From an optimization exercise on the open Yosys and OpenROAD flow, aimed at small area; shortcuts taken in it are not production practice.
In this exercise RTL edits were held to simulation tests only and were not proved equivalent to the original.
Power is estimated from default activity; no workload was simulated.

Setup of oak:
Design Modulators, start of the top module:
module Modulators #(
    parameter IQ_BW = 16
) (
    ap_clk,
    ap_rst,
    amplitude,
    samples_per_symbol,
    mod_type,
    start,
    i_out_TVALID,
    i_out_TREADY,
    i_out_TDATA,
    q_out_TVALID,
    q_out_TREADY,
    q_out_TDATA
);
Size in the first run: roughly 810 cells after synthesis, about 110 I/O pins, about 6200 sq um of cells after synthesis.
==> flow/config.mk <==
export PLATFORM = sky130hd
export DESIGN_NAME = Modulators
export DESIGN_NICKNAME = Modulators
export VERILOG_FILES = /design/flow/design.v
export SDC_FILE = /design/flow/constraint.sdc
export NUM_CORES = 4
export LEC_CHECK = 0
export ABC_AREA = 1
export CAP_MARGIN = 20
export CORE_MARGIN = 2
export CORE_UTILIZATION = 60
export SLEW_MARGIN = 20
==> flow/constraint.sdc <==
create_clock -name core_clock -period 14.0 [get_ports {ap_clk}]
set_input_delay 2.8000 -clock core_clock [delete_from_list [all_inputs] [get_ports {ap_clk}]]
set_output_delay 2.8000 -clock core_clock [all_outputs]
set_load 0.01 [all_outputs]
standard.sh (not shown) runs the stock make flow with config.mk's settings and CLKGATE_MAP_FILE= SYNTH_SCRIPT=/design/flow/synth_recipe.tcl, a recipe that flattens the netlist after the stock synthesis.
==> flow/flow/run.sh <==
#!/bin/bash
# Own layout flow: the standard synthesis, then the combinational logic between the
# standard synthesis's registers re-mapped for area (registers, their names and cells
# kept; three ABC runs with different seeds, the smallest kept), then the standard ORFS
# layout steps with smaller port buffers and clock buffers and no CTS dummy loads.
set -euo pipefail
W=$PWD
F=$W/flow
R=$W/orfs/results/$FLOW_PLATFORM/Modulators/base
LIB=$FLOW_HOME/platforms/$FLOW_PLATFORM/lib/sky130_fd_sc_hd__tt_025C_1v80.lib

bash standard.sh synth > $W/log_1_standard_synth.log 2>&1
cp $R/1_2_yosys.v $W/std_1_2_yosys.v

for s in 1 2 3; do
    sed -e "s#@SEED@#$s#" $F/remap.abc.in > $W/remap_$s.abc
    sed -e "s#@LIB@#$LIB#g" -e "s#@IN@#$W/std_1_2_yosys.v#" -e "s#@OUT@#$W/remapped_$s.v#" \
        -e "s#@TOP@#$FLOW_TOP#g" -e "s#@SCRIPT@#$W/remap_$s.abc#" $F/remap.ys.in > $W/remap_$s.ys
    yosys -q $W/remap_$s.ys > $W/log_2_remap_$s.log 2>&1 &
done
wait
best=""
for s in 1 2 3; do
    a=$(python3 $F/area.py $LIB $W/remapped_$s.v)
    echo "remap seed $s: area $a" >> $W/log_2_remap_pick.log
    if [[ -z "$best" ]] || python3 -c "import sys; sys.exit(0 if $a < $besta else 1)"; then best=$s; besta=$a; fi
done
echo "picked seed $best" >> $W/log_2_remap_pick.log
cp $W/remapped_$best.v $W/remapped.v

cp $W/remapped.v $R/1_2_yosys.v
rm -f $R/1_synth.odb $R/1_synth.sdc
touch $R/1_2_yosys.v
bash standard.sh "BUFFER_PORTS_ARGS=-buffer_cell sky130_fd_sc_hd__buf_1" \
    "CTS_ARGS=-sink_clustering_enable -repair_clock_nets -dont_use_dummy_load -buf_list sky130_fd_sc_hd__clkbuf_4" \
    finish > $W/log_3_layout.log 2>&1
==> flow/flow/remap.abc.in <==
strash
&get -n
&deepsyn -T 150 -S @SEED@
&put
dch
amap
strash
dch
amap
strash
dch
amap
topo
Other scripts of this flow, unchanged in this note and not shown: flow/flow/area.py, flow/flow/remap.ys.in
oak: done, clean on timing, DRC and antenna
Modified inputs, pine compared to oak
-- flow/flow/run.sh --
<<< oak, line 4
# kept; three ABC runs with different seeds, the smallest kept), then the standard ORFS
>>> pine, line 4
# kept; several ABC runs with different seeds, the smallest kept), then the standard ORFS
<<< oak, line 15
for s in 1 2 3; do
    sed -e "s#@SEED@#$s#" $F/remap.abc.in > $W/remap_$s.abc
    sed -e "s#@LIB@#$LIB#g" -e "s#@IN@#$W/std_1_2_yosys.v#" -e "s#@OUT@#$W/remapped_$s.v#" \
        -e "s#@TOP@#$FLOW_TOP#g" -e "s#@SCRIPT@#$W/remap_$s.abc#" $F/remap.ys.in > $W/remap_$s.ys
    yosys -q $W/remap_$s.ys > $W/log_2_remap_$s.log 2>&1 &
done
wait
best=""
for s in 1 2 3; do
    a=$(python3 $F/area.py $LIB $W/remapped_$s.v)
    echo "remap seed $s: area $a" >> $W/log_2_remap_pick.log
    if [[ -z "$best" ]] || python3 -c "import sys; sys.exit(0 if $a < $besta else 1)"; then best=$s; besta=$a; fi
done
echo "picked seed $best" >> $W/log_2_remap_pick.log
>>> pine, line 15
# two rounds of four ABC runs with different seeds; each round starts from the
# smallest netlist so far, and the smallest of all is kept
remap_round() {   # $1 round, $2 input netlist
    for s in 1 2 3 4; do
        t=$1_$s
        sed -e "s#@SEED@#$((s + 4 * $1))#" $F/remap.abc.in > $W/remap_$t.abc
        sed -e "s#@LIB@#$LIB#g" -e "s#@IN@#$2#" -e "s#@OUT@#$W/remapped_$t.v#" \
            -e "s#@TOP@#$FLOW_TOP#g" -e "s#@SCRIPT@#$W/remap_$t.abc#" $F/remap.ys.in > $W/remap_$t.ys
        yosys -q $W/remap_$t.ys > $W/log_2_remap_$t.log 2>&1 &
    done
    wait
    for s in 1 2 3 4; do
        t=$1_$s
        [[ -s $W/remapped_$t.v ]] || continue
        a=$(python3 $F/area.py $LIB $W/remapped_$t.v)
        echo "remap $t: area $a" >> $W/log_2_remap_pick.log
        if [[ -z "$best" ]] || python3 -c "import sys; sys.exit(0 if $a < $besta else 1)"; then best=$t; besta=$a; fi
    done
}
best=""; besta=""
remap_round 0 $W/std_1_2_yosys.v
remap_round 1 $W/remapped_$best.v
echo "picked $best" >> $W/log_2_remap_pick.log
-- flow/flow/remap.abc.in --
<<< oak, line 3
&deepsyn -T 150 -S @SEED@
>>> pine, line 3
&deepsyn -T 120 -S @SEED@
### Flow results
- Flip-flop and latch count: pine vs oak identical
- Diff oak -> pine: final cell utilization of the core higher; area of the multi-input gates lower; global-route usage over all layers lower; synthesized cell count lower.

* * *

== red ==
Modulators, a different RTL version from the one above (not shown whole).
Size: ~1200 cells after synthesis, roughly 110 I/O pins.
Settings: LEC_CHECK=0, ABC_AREA=1, CAP_MARGIN=20, CORE_MARGIN=2, CORE_UTILIZATION=60, SLEW_MARGIN=20; clock period 14.0 ns.
==> flow/flow/run.sh <==
#!/bin/bash
# Own layout flow: the standard synthesis, then the combinational logic between the
# standard synthesis's registers re-mapped for area (registers, their names and cells kept),
# then the standard ORFS layout steps with smaller port buffers and no CTS dummy loads.
set -euo pipefail
W=$PWD
F=$W/flow
R=$W/orfs/results/$FLOW_PLATFORM/Modulators/base
LIB=$FLOW_HOME/platforms/$FLOW_PLATFORM/lib/sky130_fd_sc_hd__tt_025C_1v80.lib

bash standard.sh synth > $W/log_1_standard_synth.log 2>&1
cp $R/1_2_yosys.v $W/std_1_2_yosys.v

sed -e "s#@LIB@#$LIB#g" -e "s#@IN@#$W/std_1_2_yosys.v#" -e "s#@OUT@#$W/remapped.v#" \
    -e "s#@TOP@#$FLOW_TOP#g" -e "s#@SCRIPT@#$F/remap.abc#" $F/remap.ys.in > $W/remap.ys
yosys -q $W/remap.ys > $W/log_2_remap.log 2>&1

cp $W/remapped.v $R/1_2_yosys.v
rm -f $R/1_synth.odb $R/1_synth.sdc
touch $R/1_2_yosys.v
bash standard.sh "BUFFER_PORTS_ARGS=-buffer_cell sky130_fd_sc_hd__buf_1" \
    "CTS_ARGS=-sink_clustering_enable -repair_clock_nets -dont_use_dummy_load" \
    finish > $W/log_3_layout.log 2>&1
==> flow/flow/remap.abc <==
strash
&get -n
&deepsyn -T 60
&put
dch
map -a
topo
==> flow/flow/remap.ys.in <==
read_liberty -ignore_miss_func @LIB@
read_verilog @IN@
hierarchy -top @TOP@
setattr -mod -set keep_hierarchy 1 *__df* *__edf* *__sdf* *__sedf* *__dl*
flatten
opt_clean -purge
abc -liberty @LIB@ -dont_use *probe* -dont_use *lpflow* -script @SCRIPT@
opt_clean -purge
hilomap -singleton -hicell sky130_fd_sc_hd__conb_1 HI -locell sky130_fd_sc_hd__conb_1 LO
insbuf -buf sky130_fd_sc_hd__buf_1 A X
opt_clean -purge
select @TOP@
write_verilog -noattr -selected @OUT@
red ran to completion and came out clean on the timing, design-rule and antenna checks.
Relative to red, the following input files were edited for blue:
==> flow/run.sh (new file) <==
#!/bin/bash
# synth_recipe.tcl (not shown) runs the flow's synth.tcl, then flattens the netlist and writes it again
# the make line also repeats each setting of config.mk as NAME=value (left out here)
make -C /OpenROAD-flow-scripts/flow DESIGN_CONFIG=/design/flow/config.mk WORK_HOME=/design/flow/orfs CLKGATE_MAP_FILE= SYNTH_SCRIPT=/design/flow/synth_recipe.tcl finish
removed: flow/flow/run.sh
removed: flow/flow/remap.abc
removed: flow/flow/remap.ys.in
removed: flow/standard.sh
==> comparison <==
- Delta (blue minus red): final period demand of the worst path now smaller; clock network fraction of total power now larger.
- Changes observed in blue relative to red: final max-slew violation count shows no meaningful change; layout-stage area growth over the synthesis result grew by 1.0 points.
- [compare] base=red new=blue: fraction of standard cell area in multi-input logic up 7.5 points, total length of routed met2 wires rose by 36%, final standard cell area without fillers moved up.
- Worst slack after detailed placement in blue is 0.74 ns higher than in red
- Combinational power | blue above red
- Looking at master of the slowest instance on the critical path, the clkdlybuf4s50_1 result is from blue; the edfxtp_1 one comes from red.
- Max last weighted congestion value of the routability-driven placer across red and blue: red
- In the reports for red and blue, the larger fill cell total of the finished layout belongs to blue.
- Run comparison: blue top contributor to total power the clock network; red top contributor to total power sequential cells

separate check: timing with driven ports:
The flow's constraints put no driver on any port. The routed layouts listed below were extracted and timed again, unchanged, in two steps.
Step 1: set_driving_cell puts a clkbuf_16 on ap_clk and a buf_2 on each other input, an assumption about the parent block.
Step 2 also shifts input and output timing later by t, the mid clock arrival at the registers, as if the neighbouring blocks saw the same clock.
Three values: no drivers, after step 1, after step 2; two values: the first two.
run | shift t [ns] | setup slack, ns | worst hold slack (ns) | slew at the worst register clock pin (ns)
oak | 0.548 | 6.982 / 6.997 / 6.448 | 0.454 / 0.454 / 0.454 | 0.12 / 0.12
pine | 0.522 | 6.126 / 6.108 / 5.586 | 0.435 / 0.435 / 0.435 | 0.12 / 0.12
red | 0.468 | 7.248 / 7.201 / 7.669 | 0.436 / 0.436 / 0.436 | 0.06 / 0.06
blue | 0.464 | 7.958 / 7.915 / 8.379 | 0.455 / 0.455 / 0.455 | 0.07 / 0.07
After both steps every run listed still meets setup and hold. For pine, which loses most, drivers alone change the setup slack by -0.018 ns; drivers and shift together by -0.540 ns.
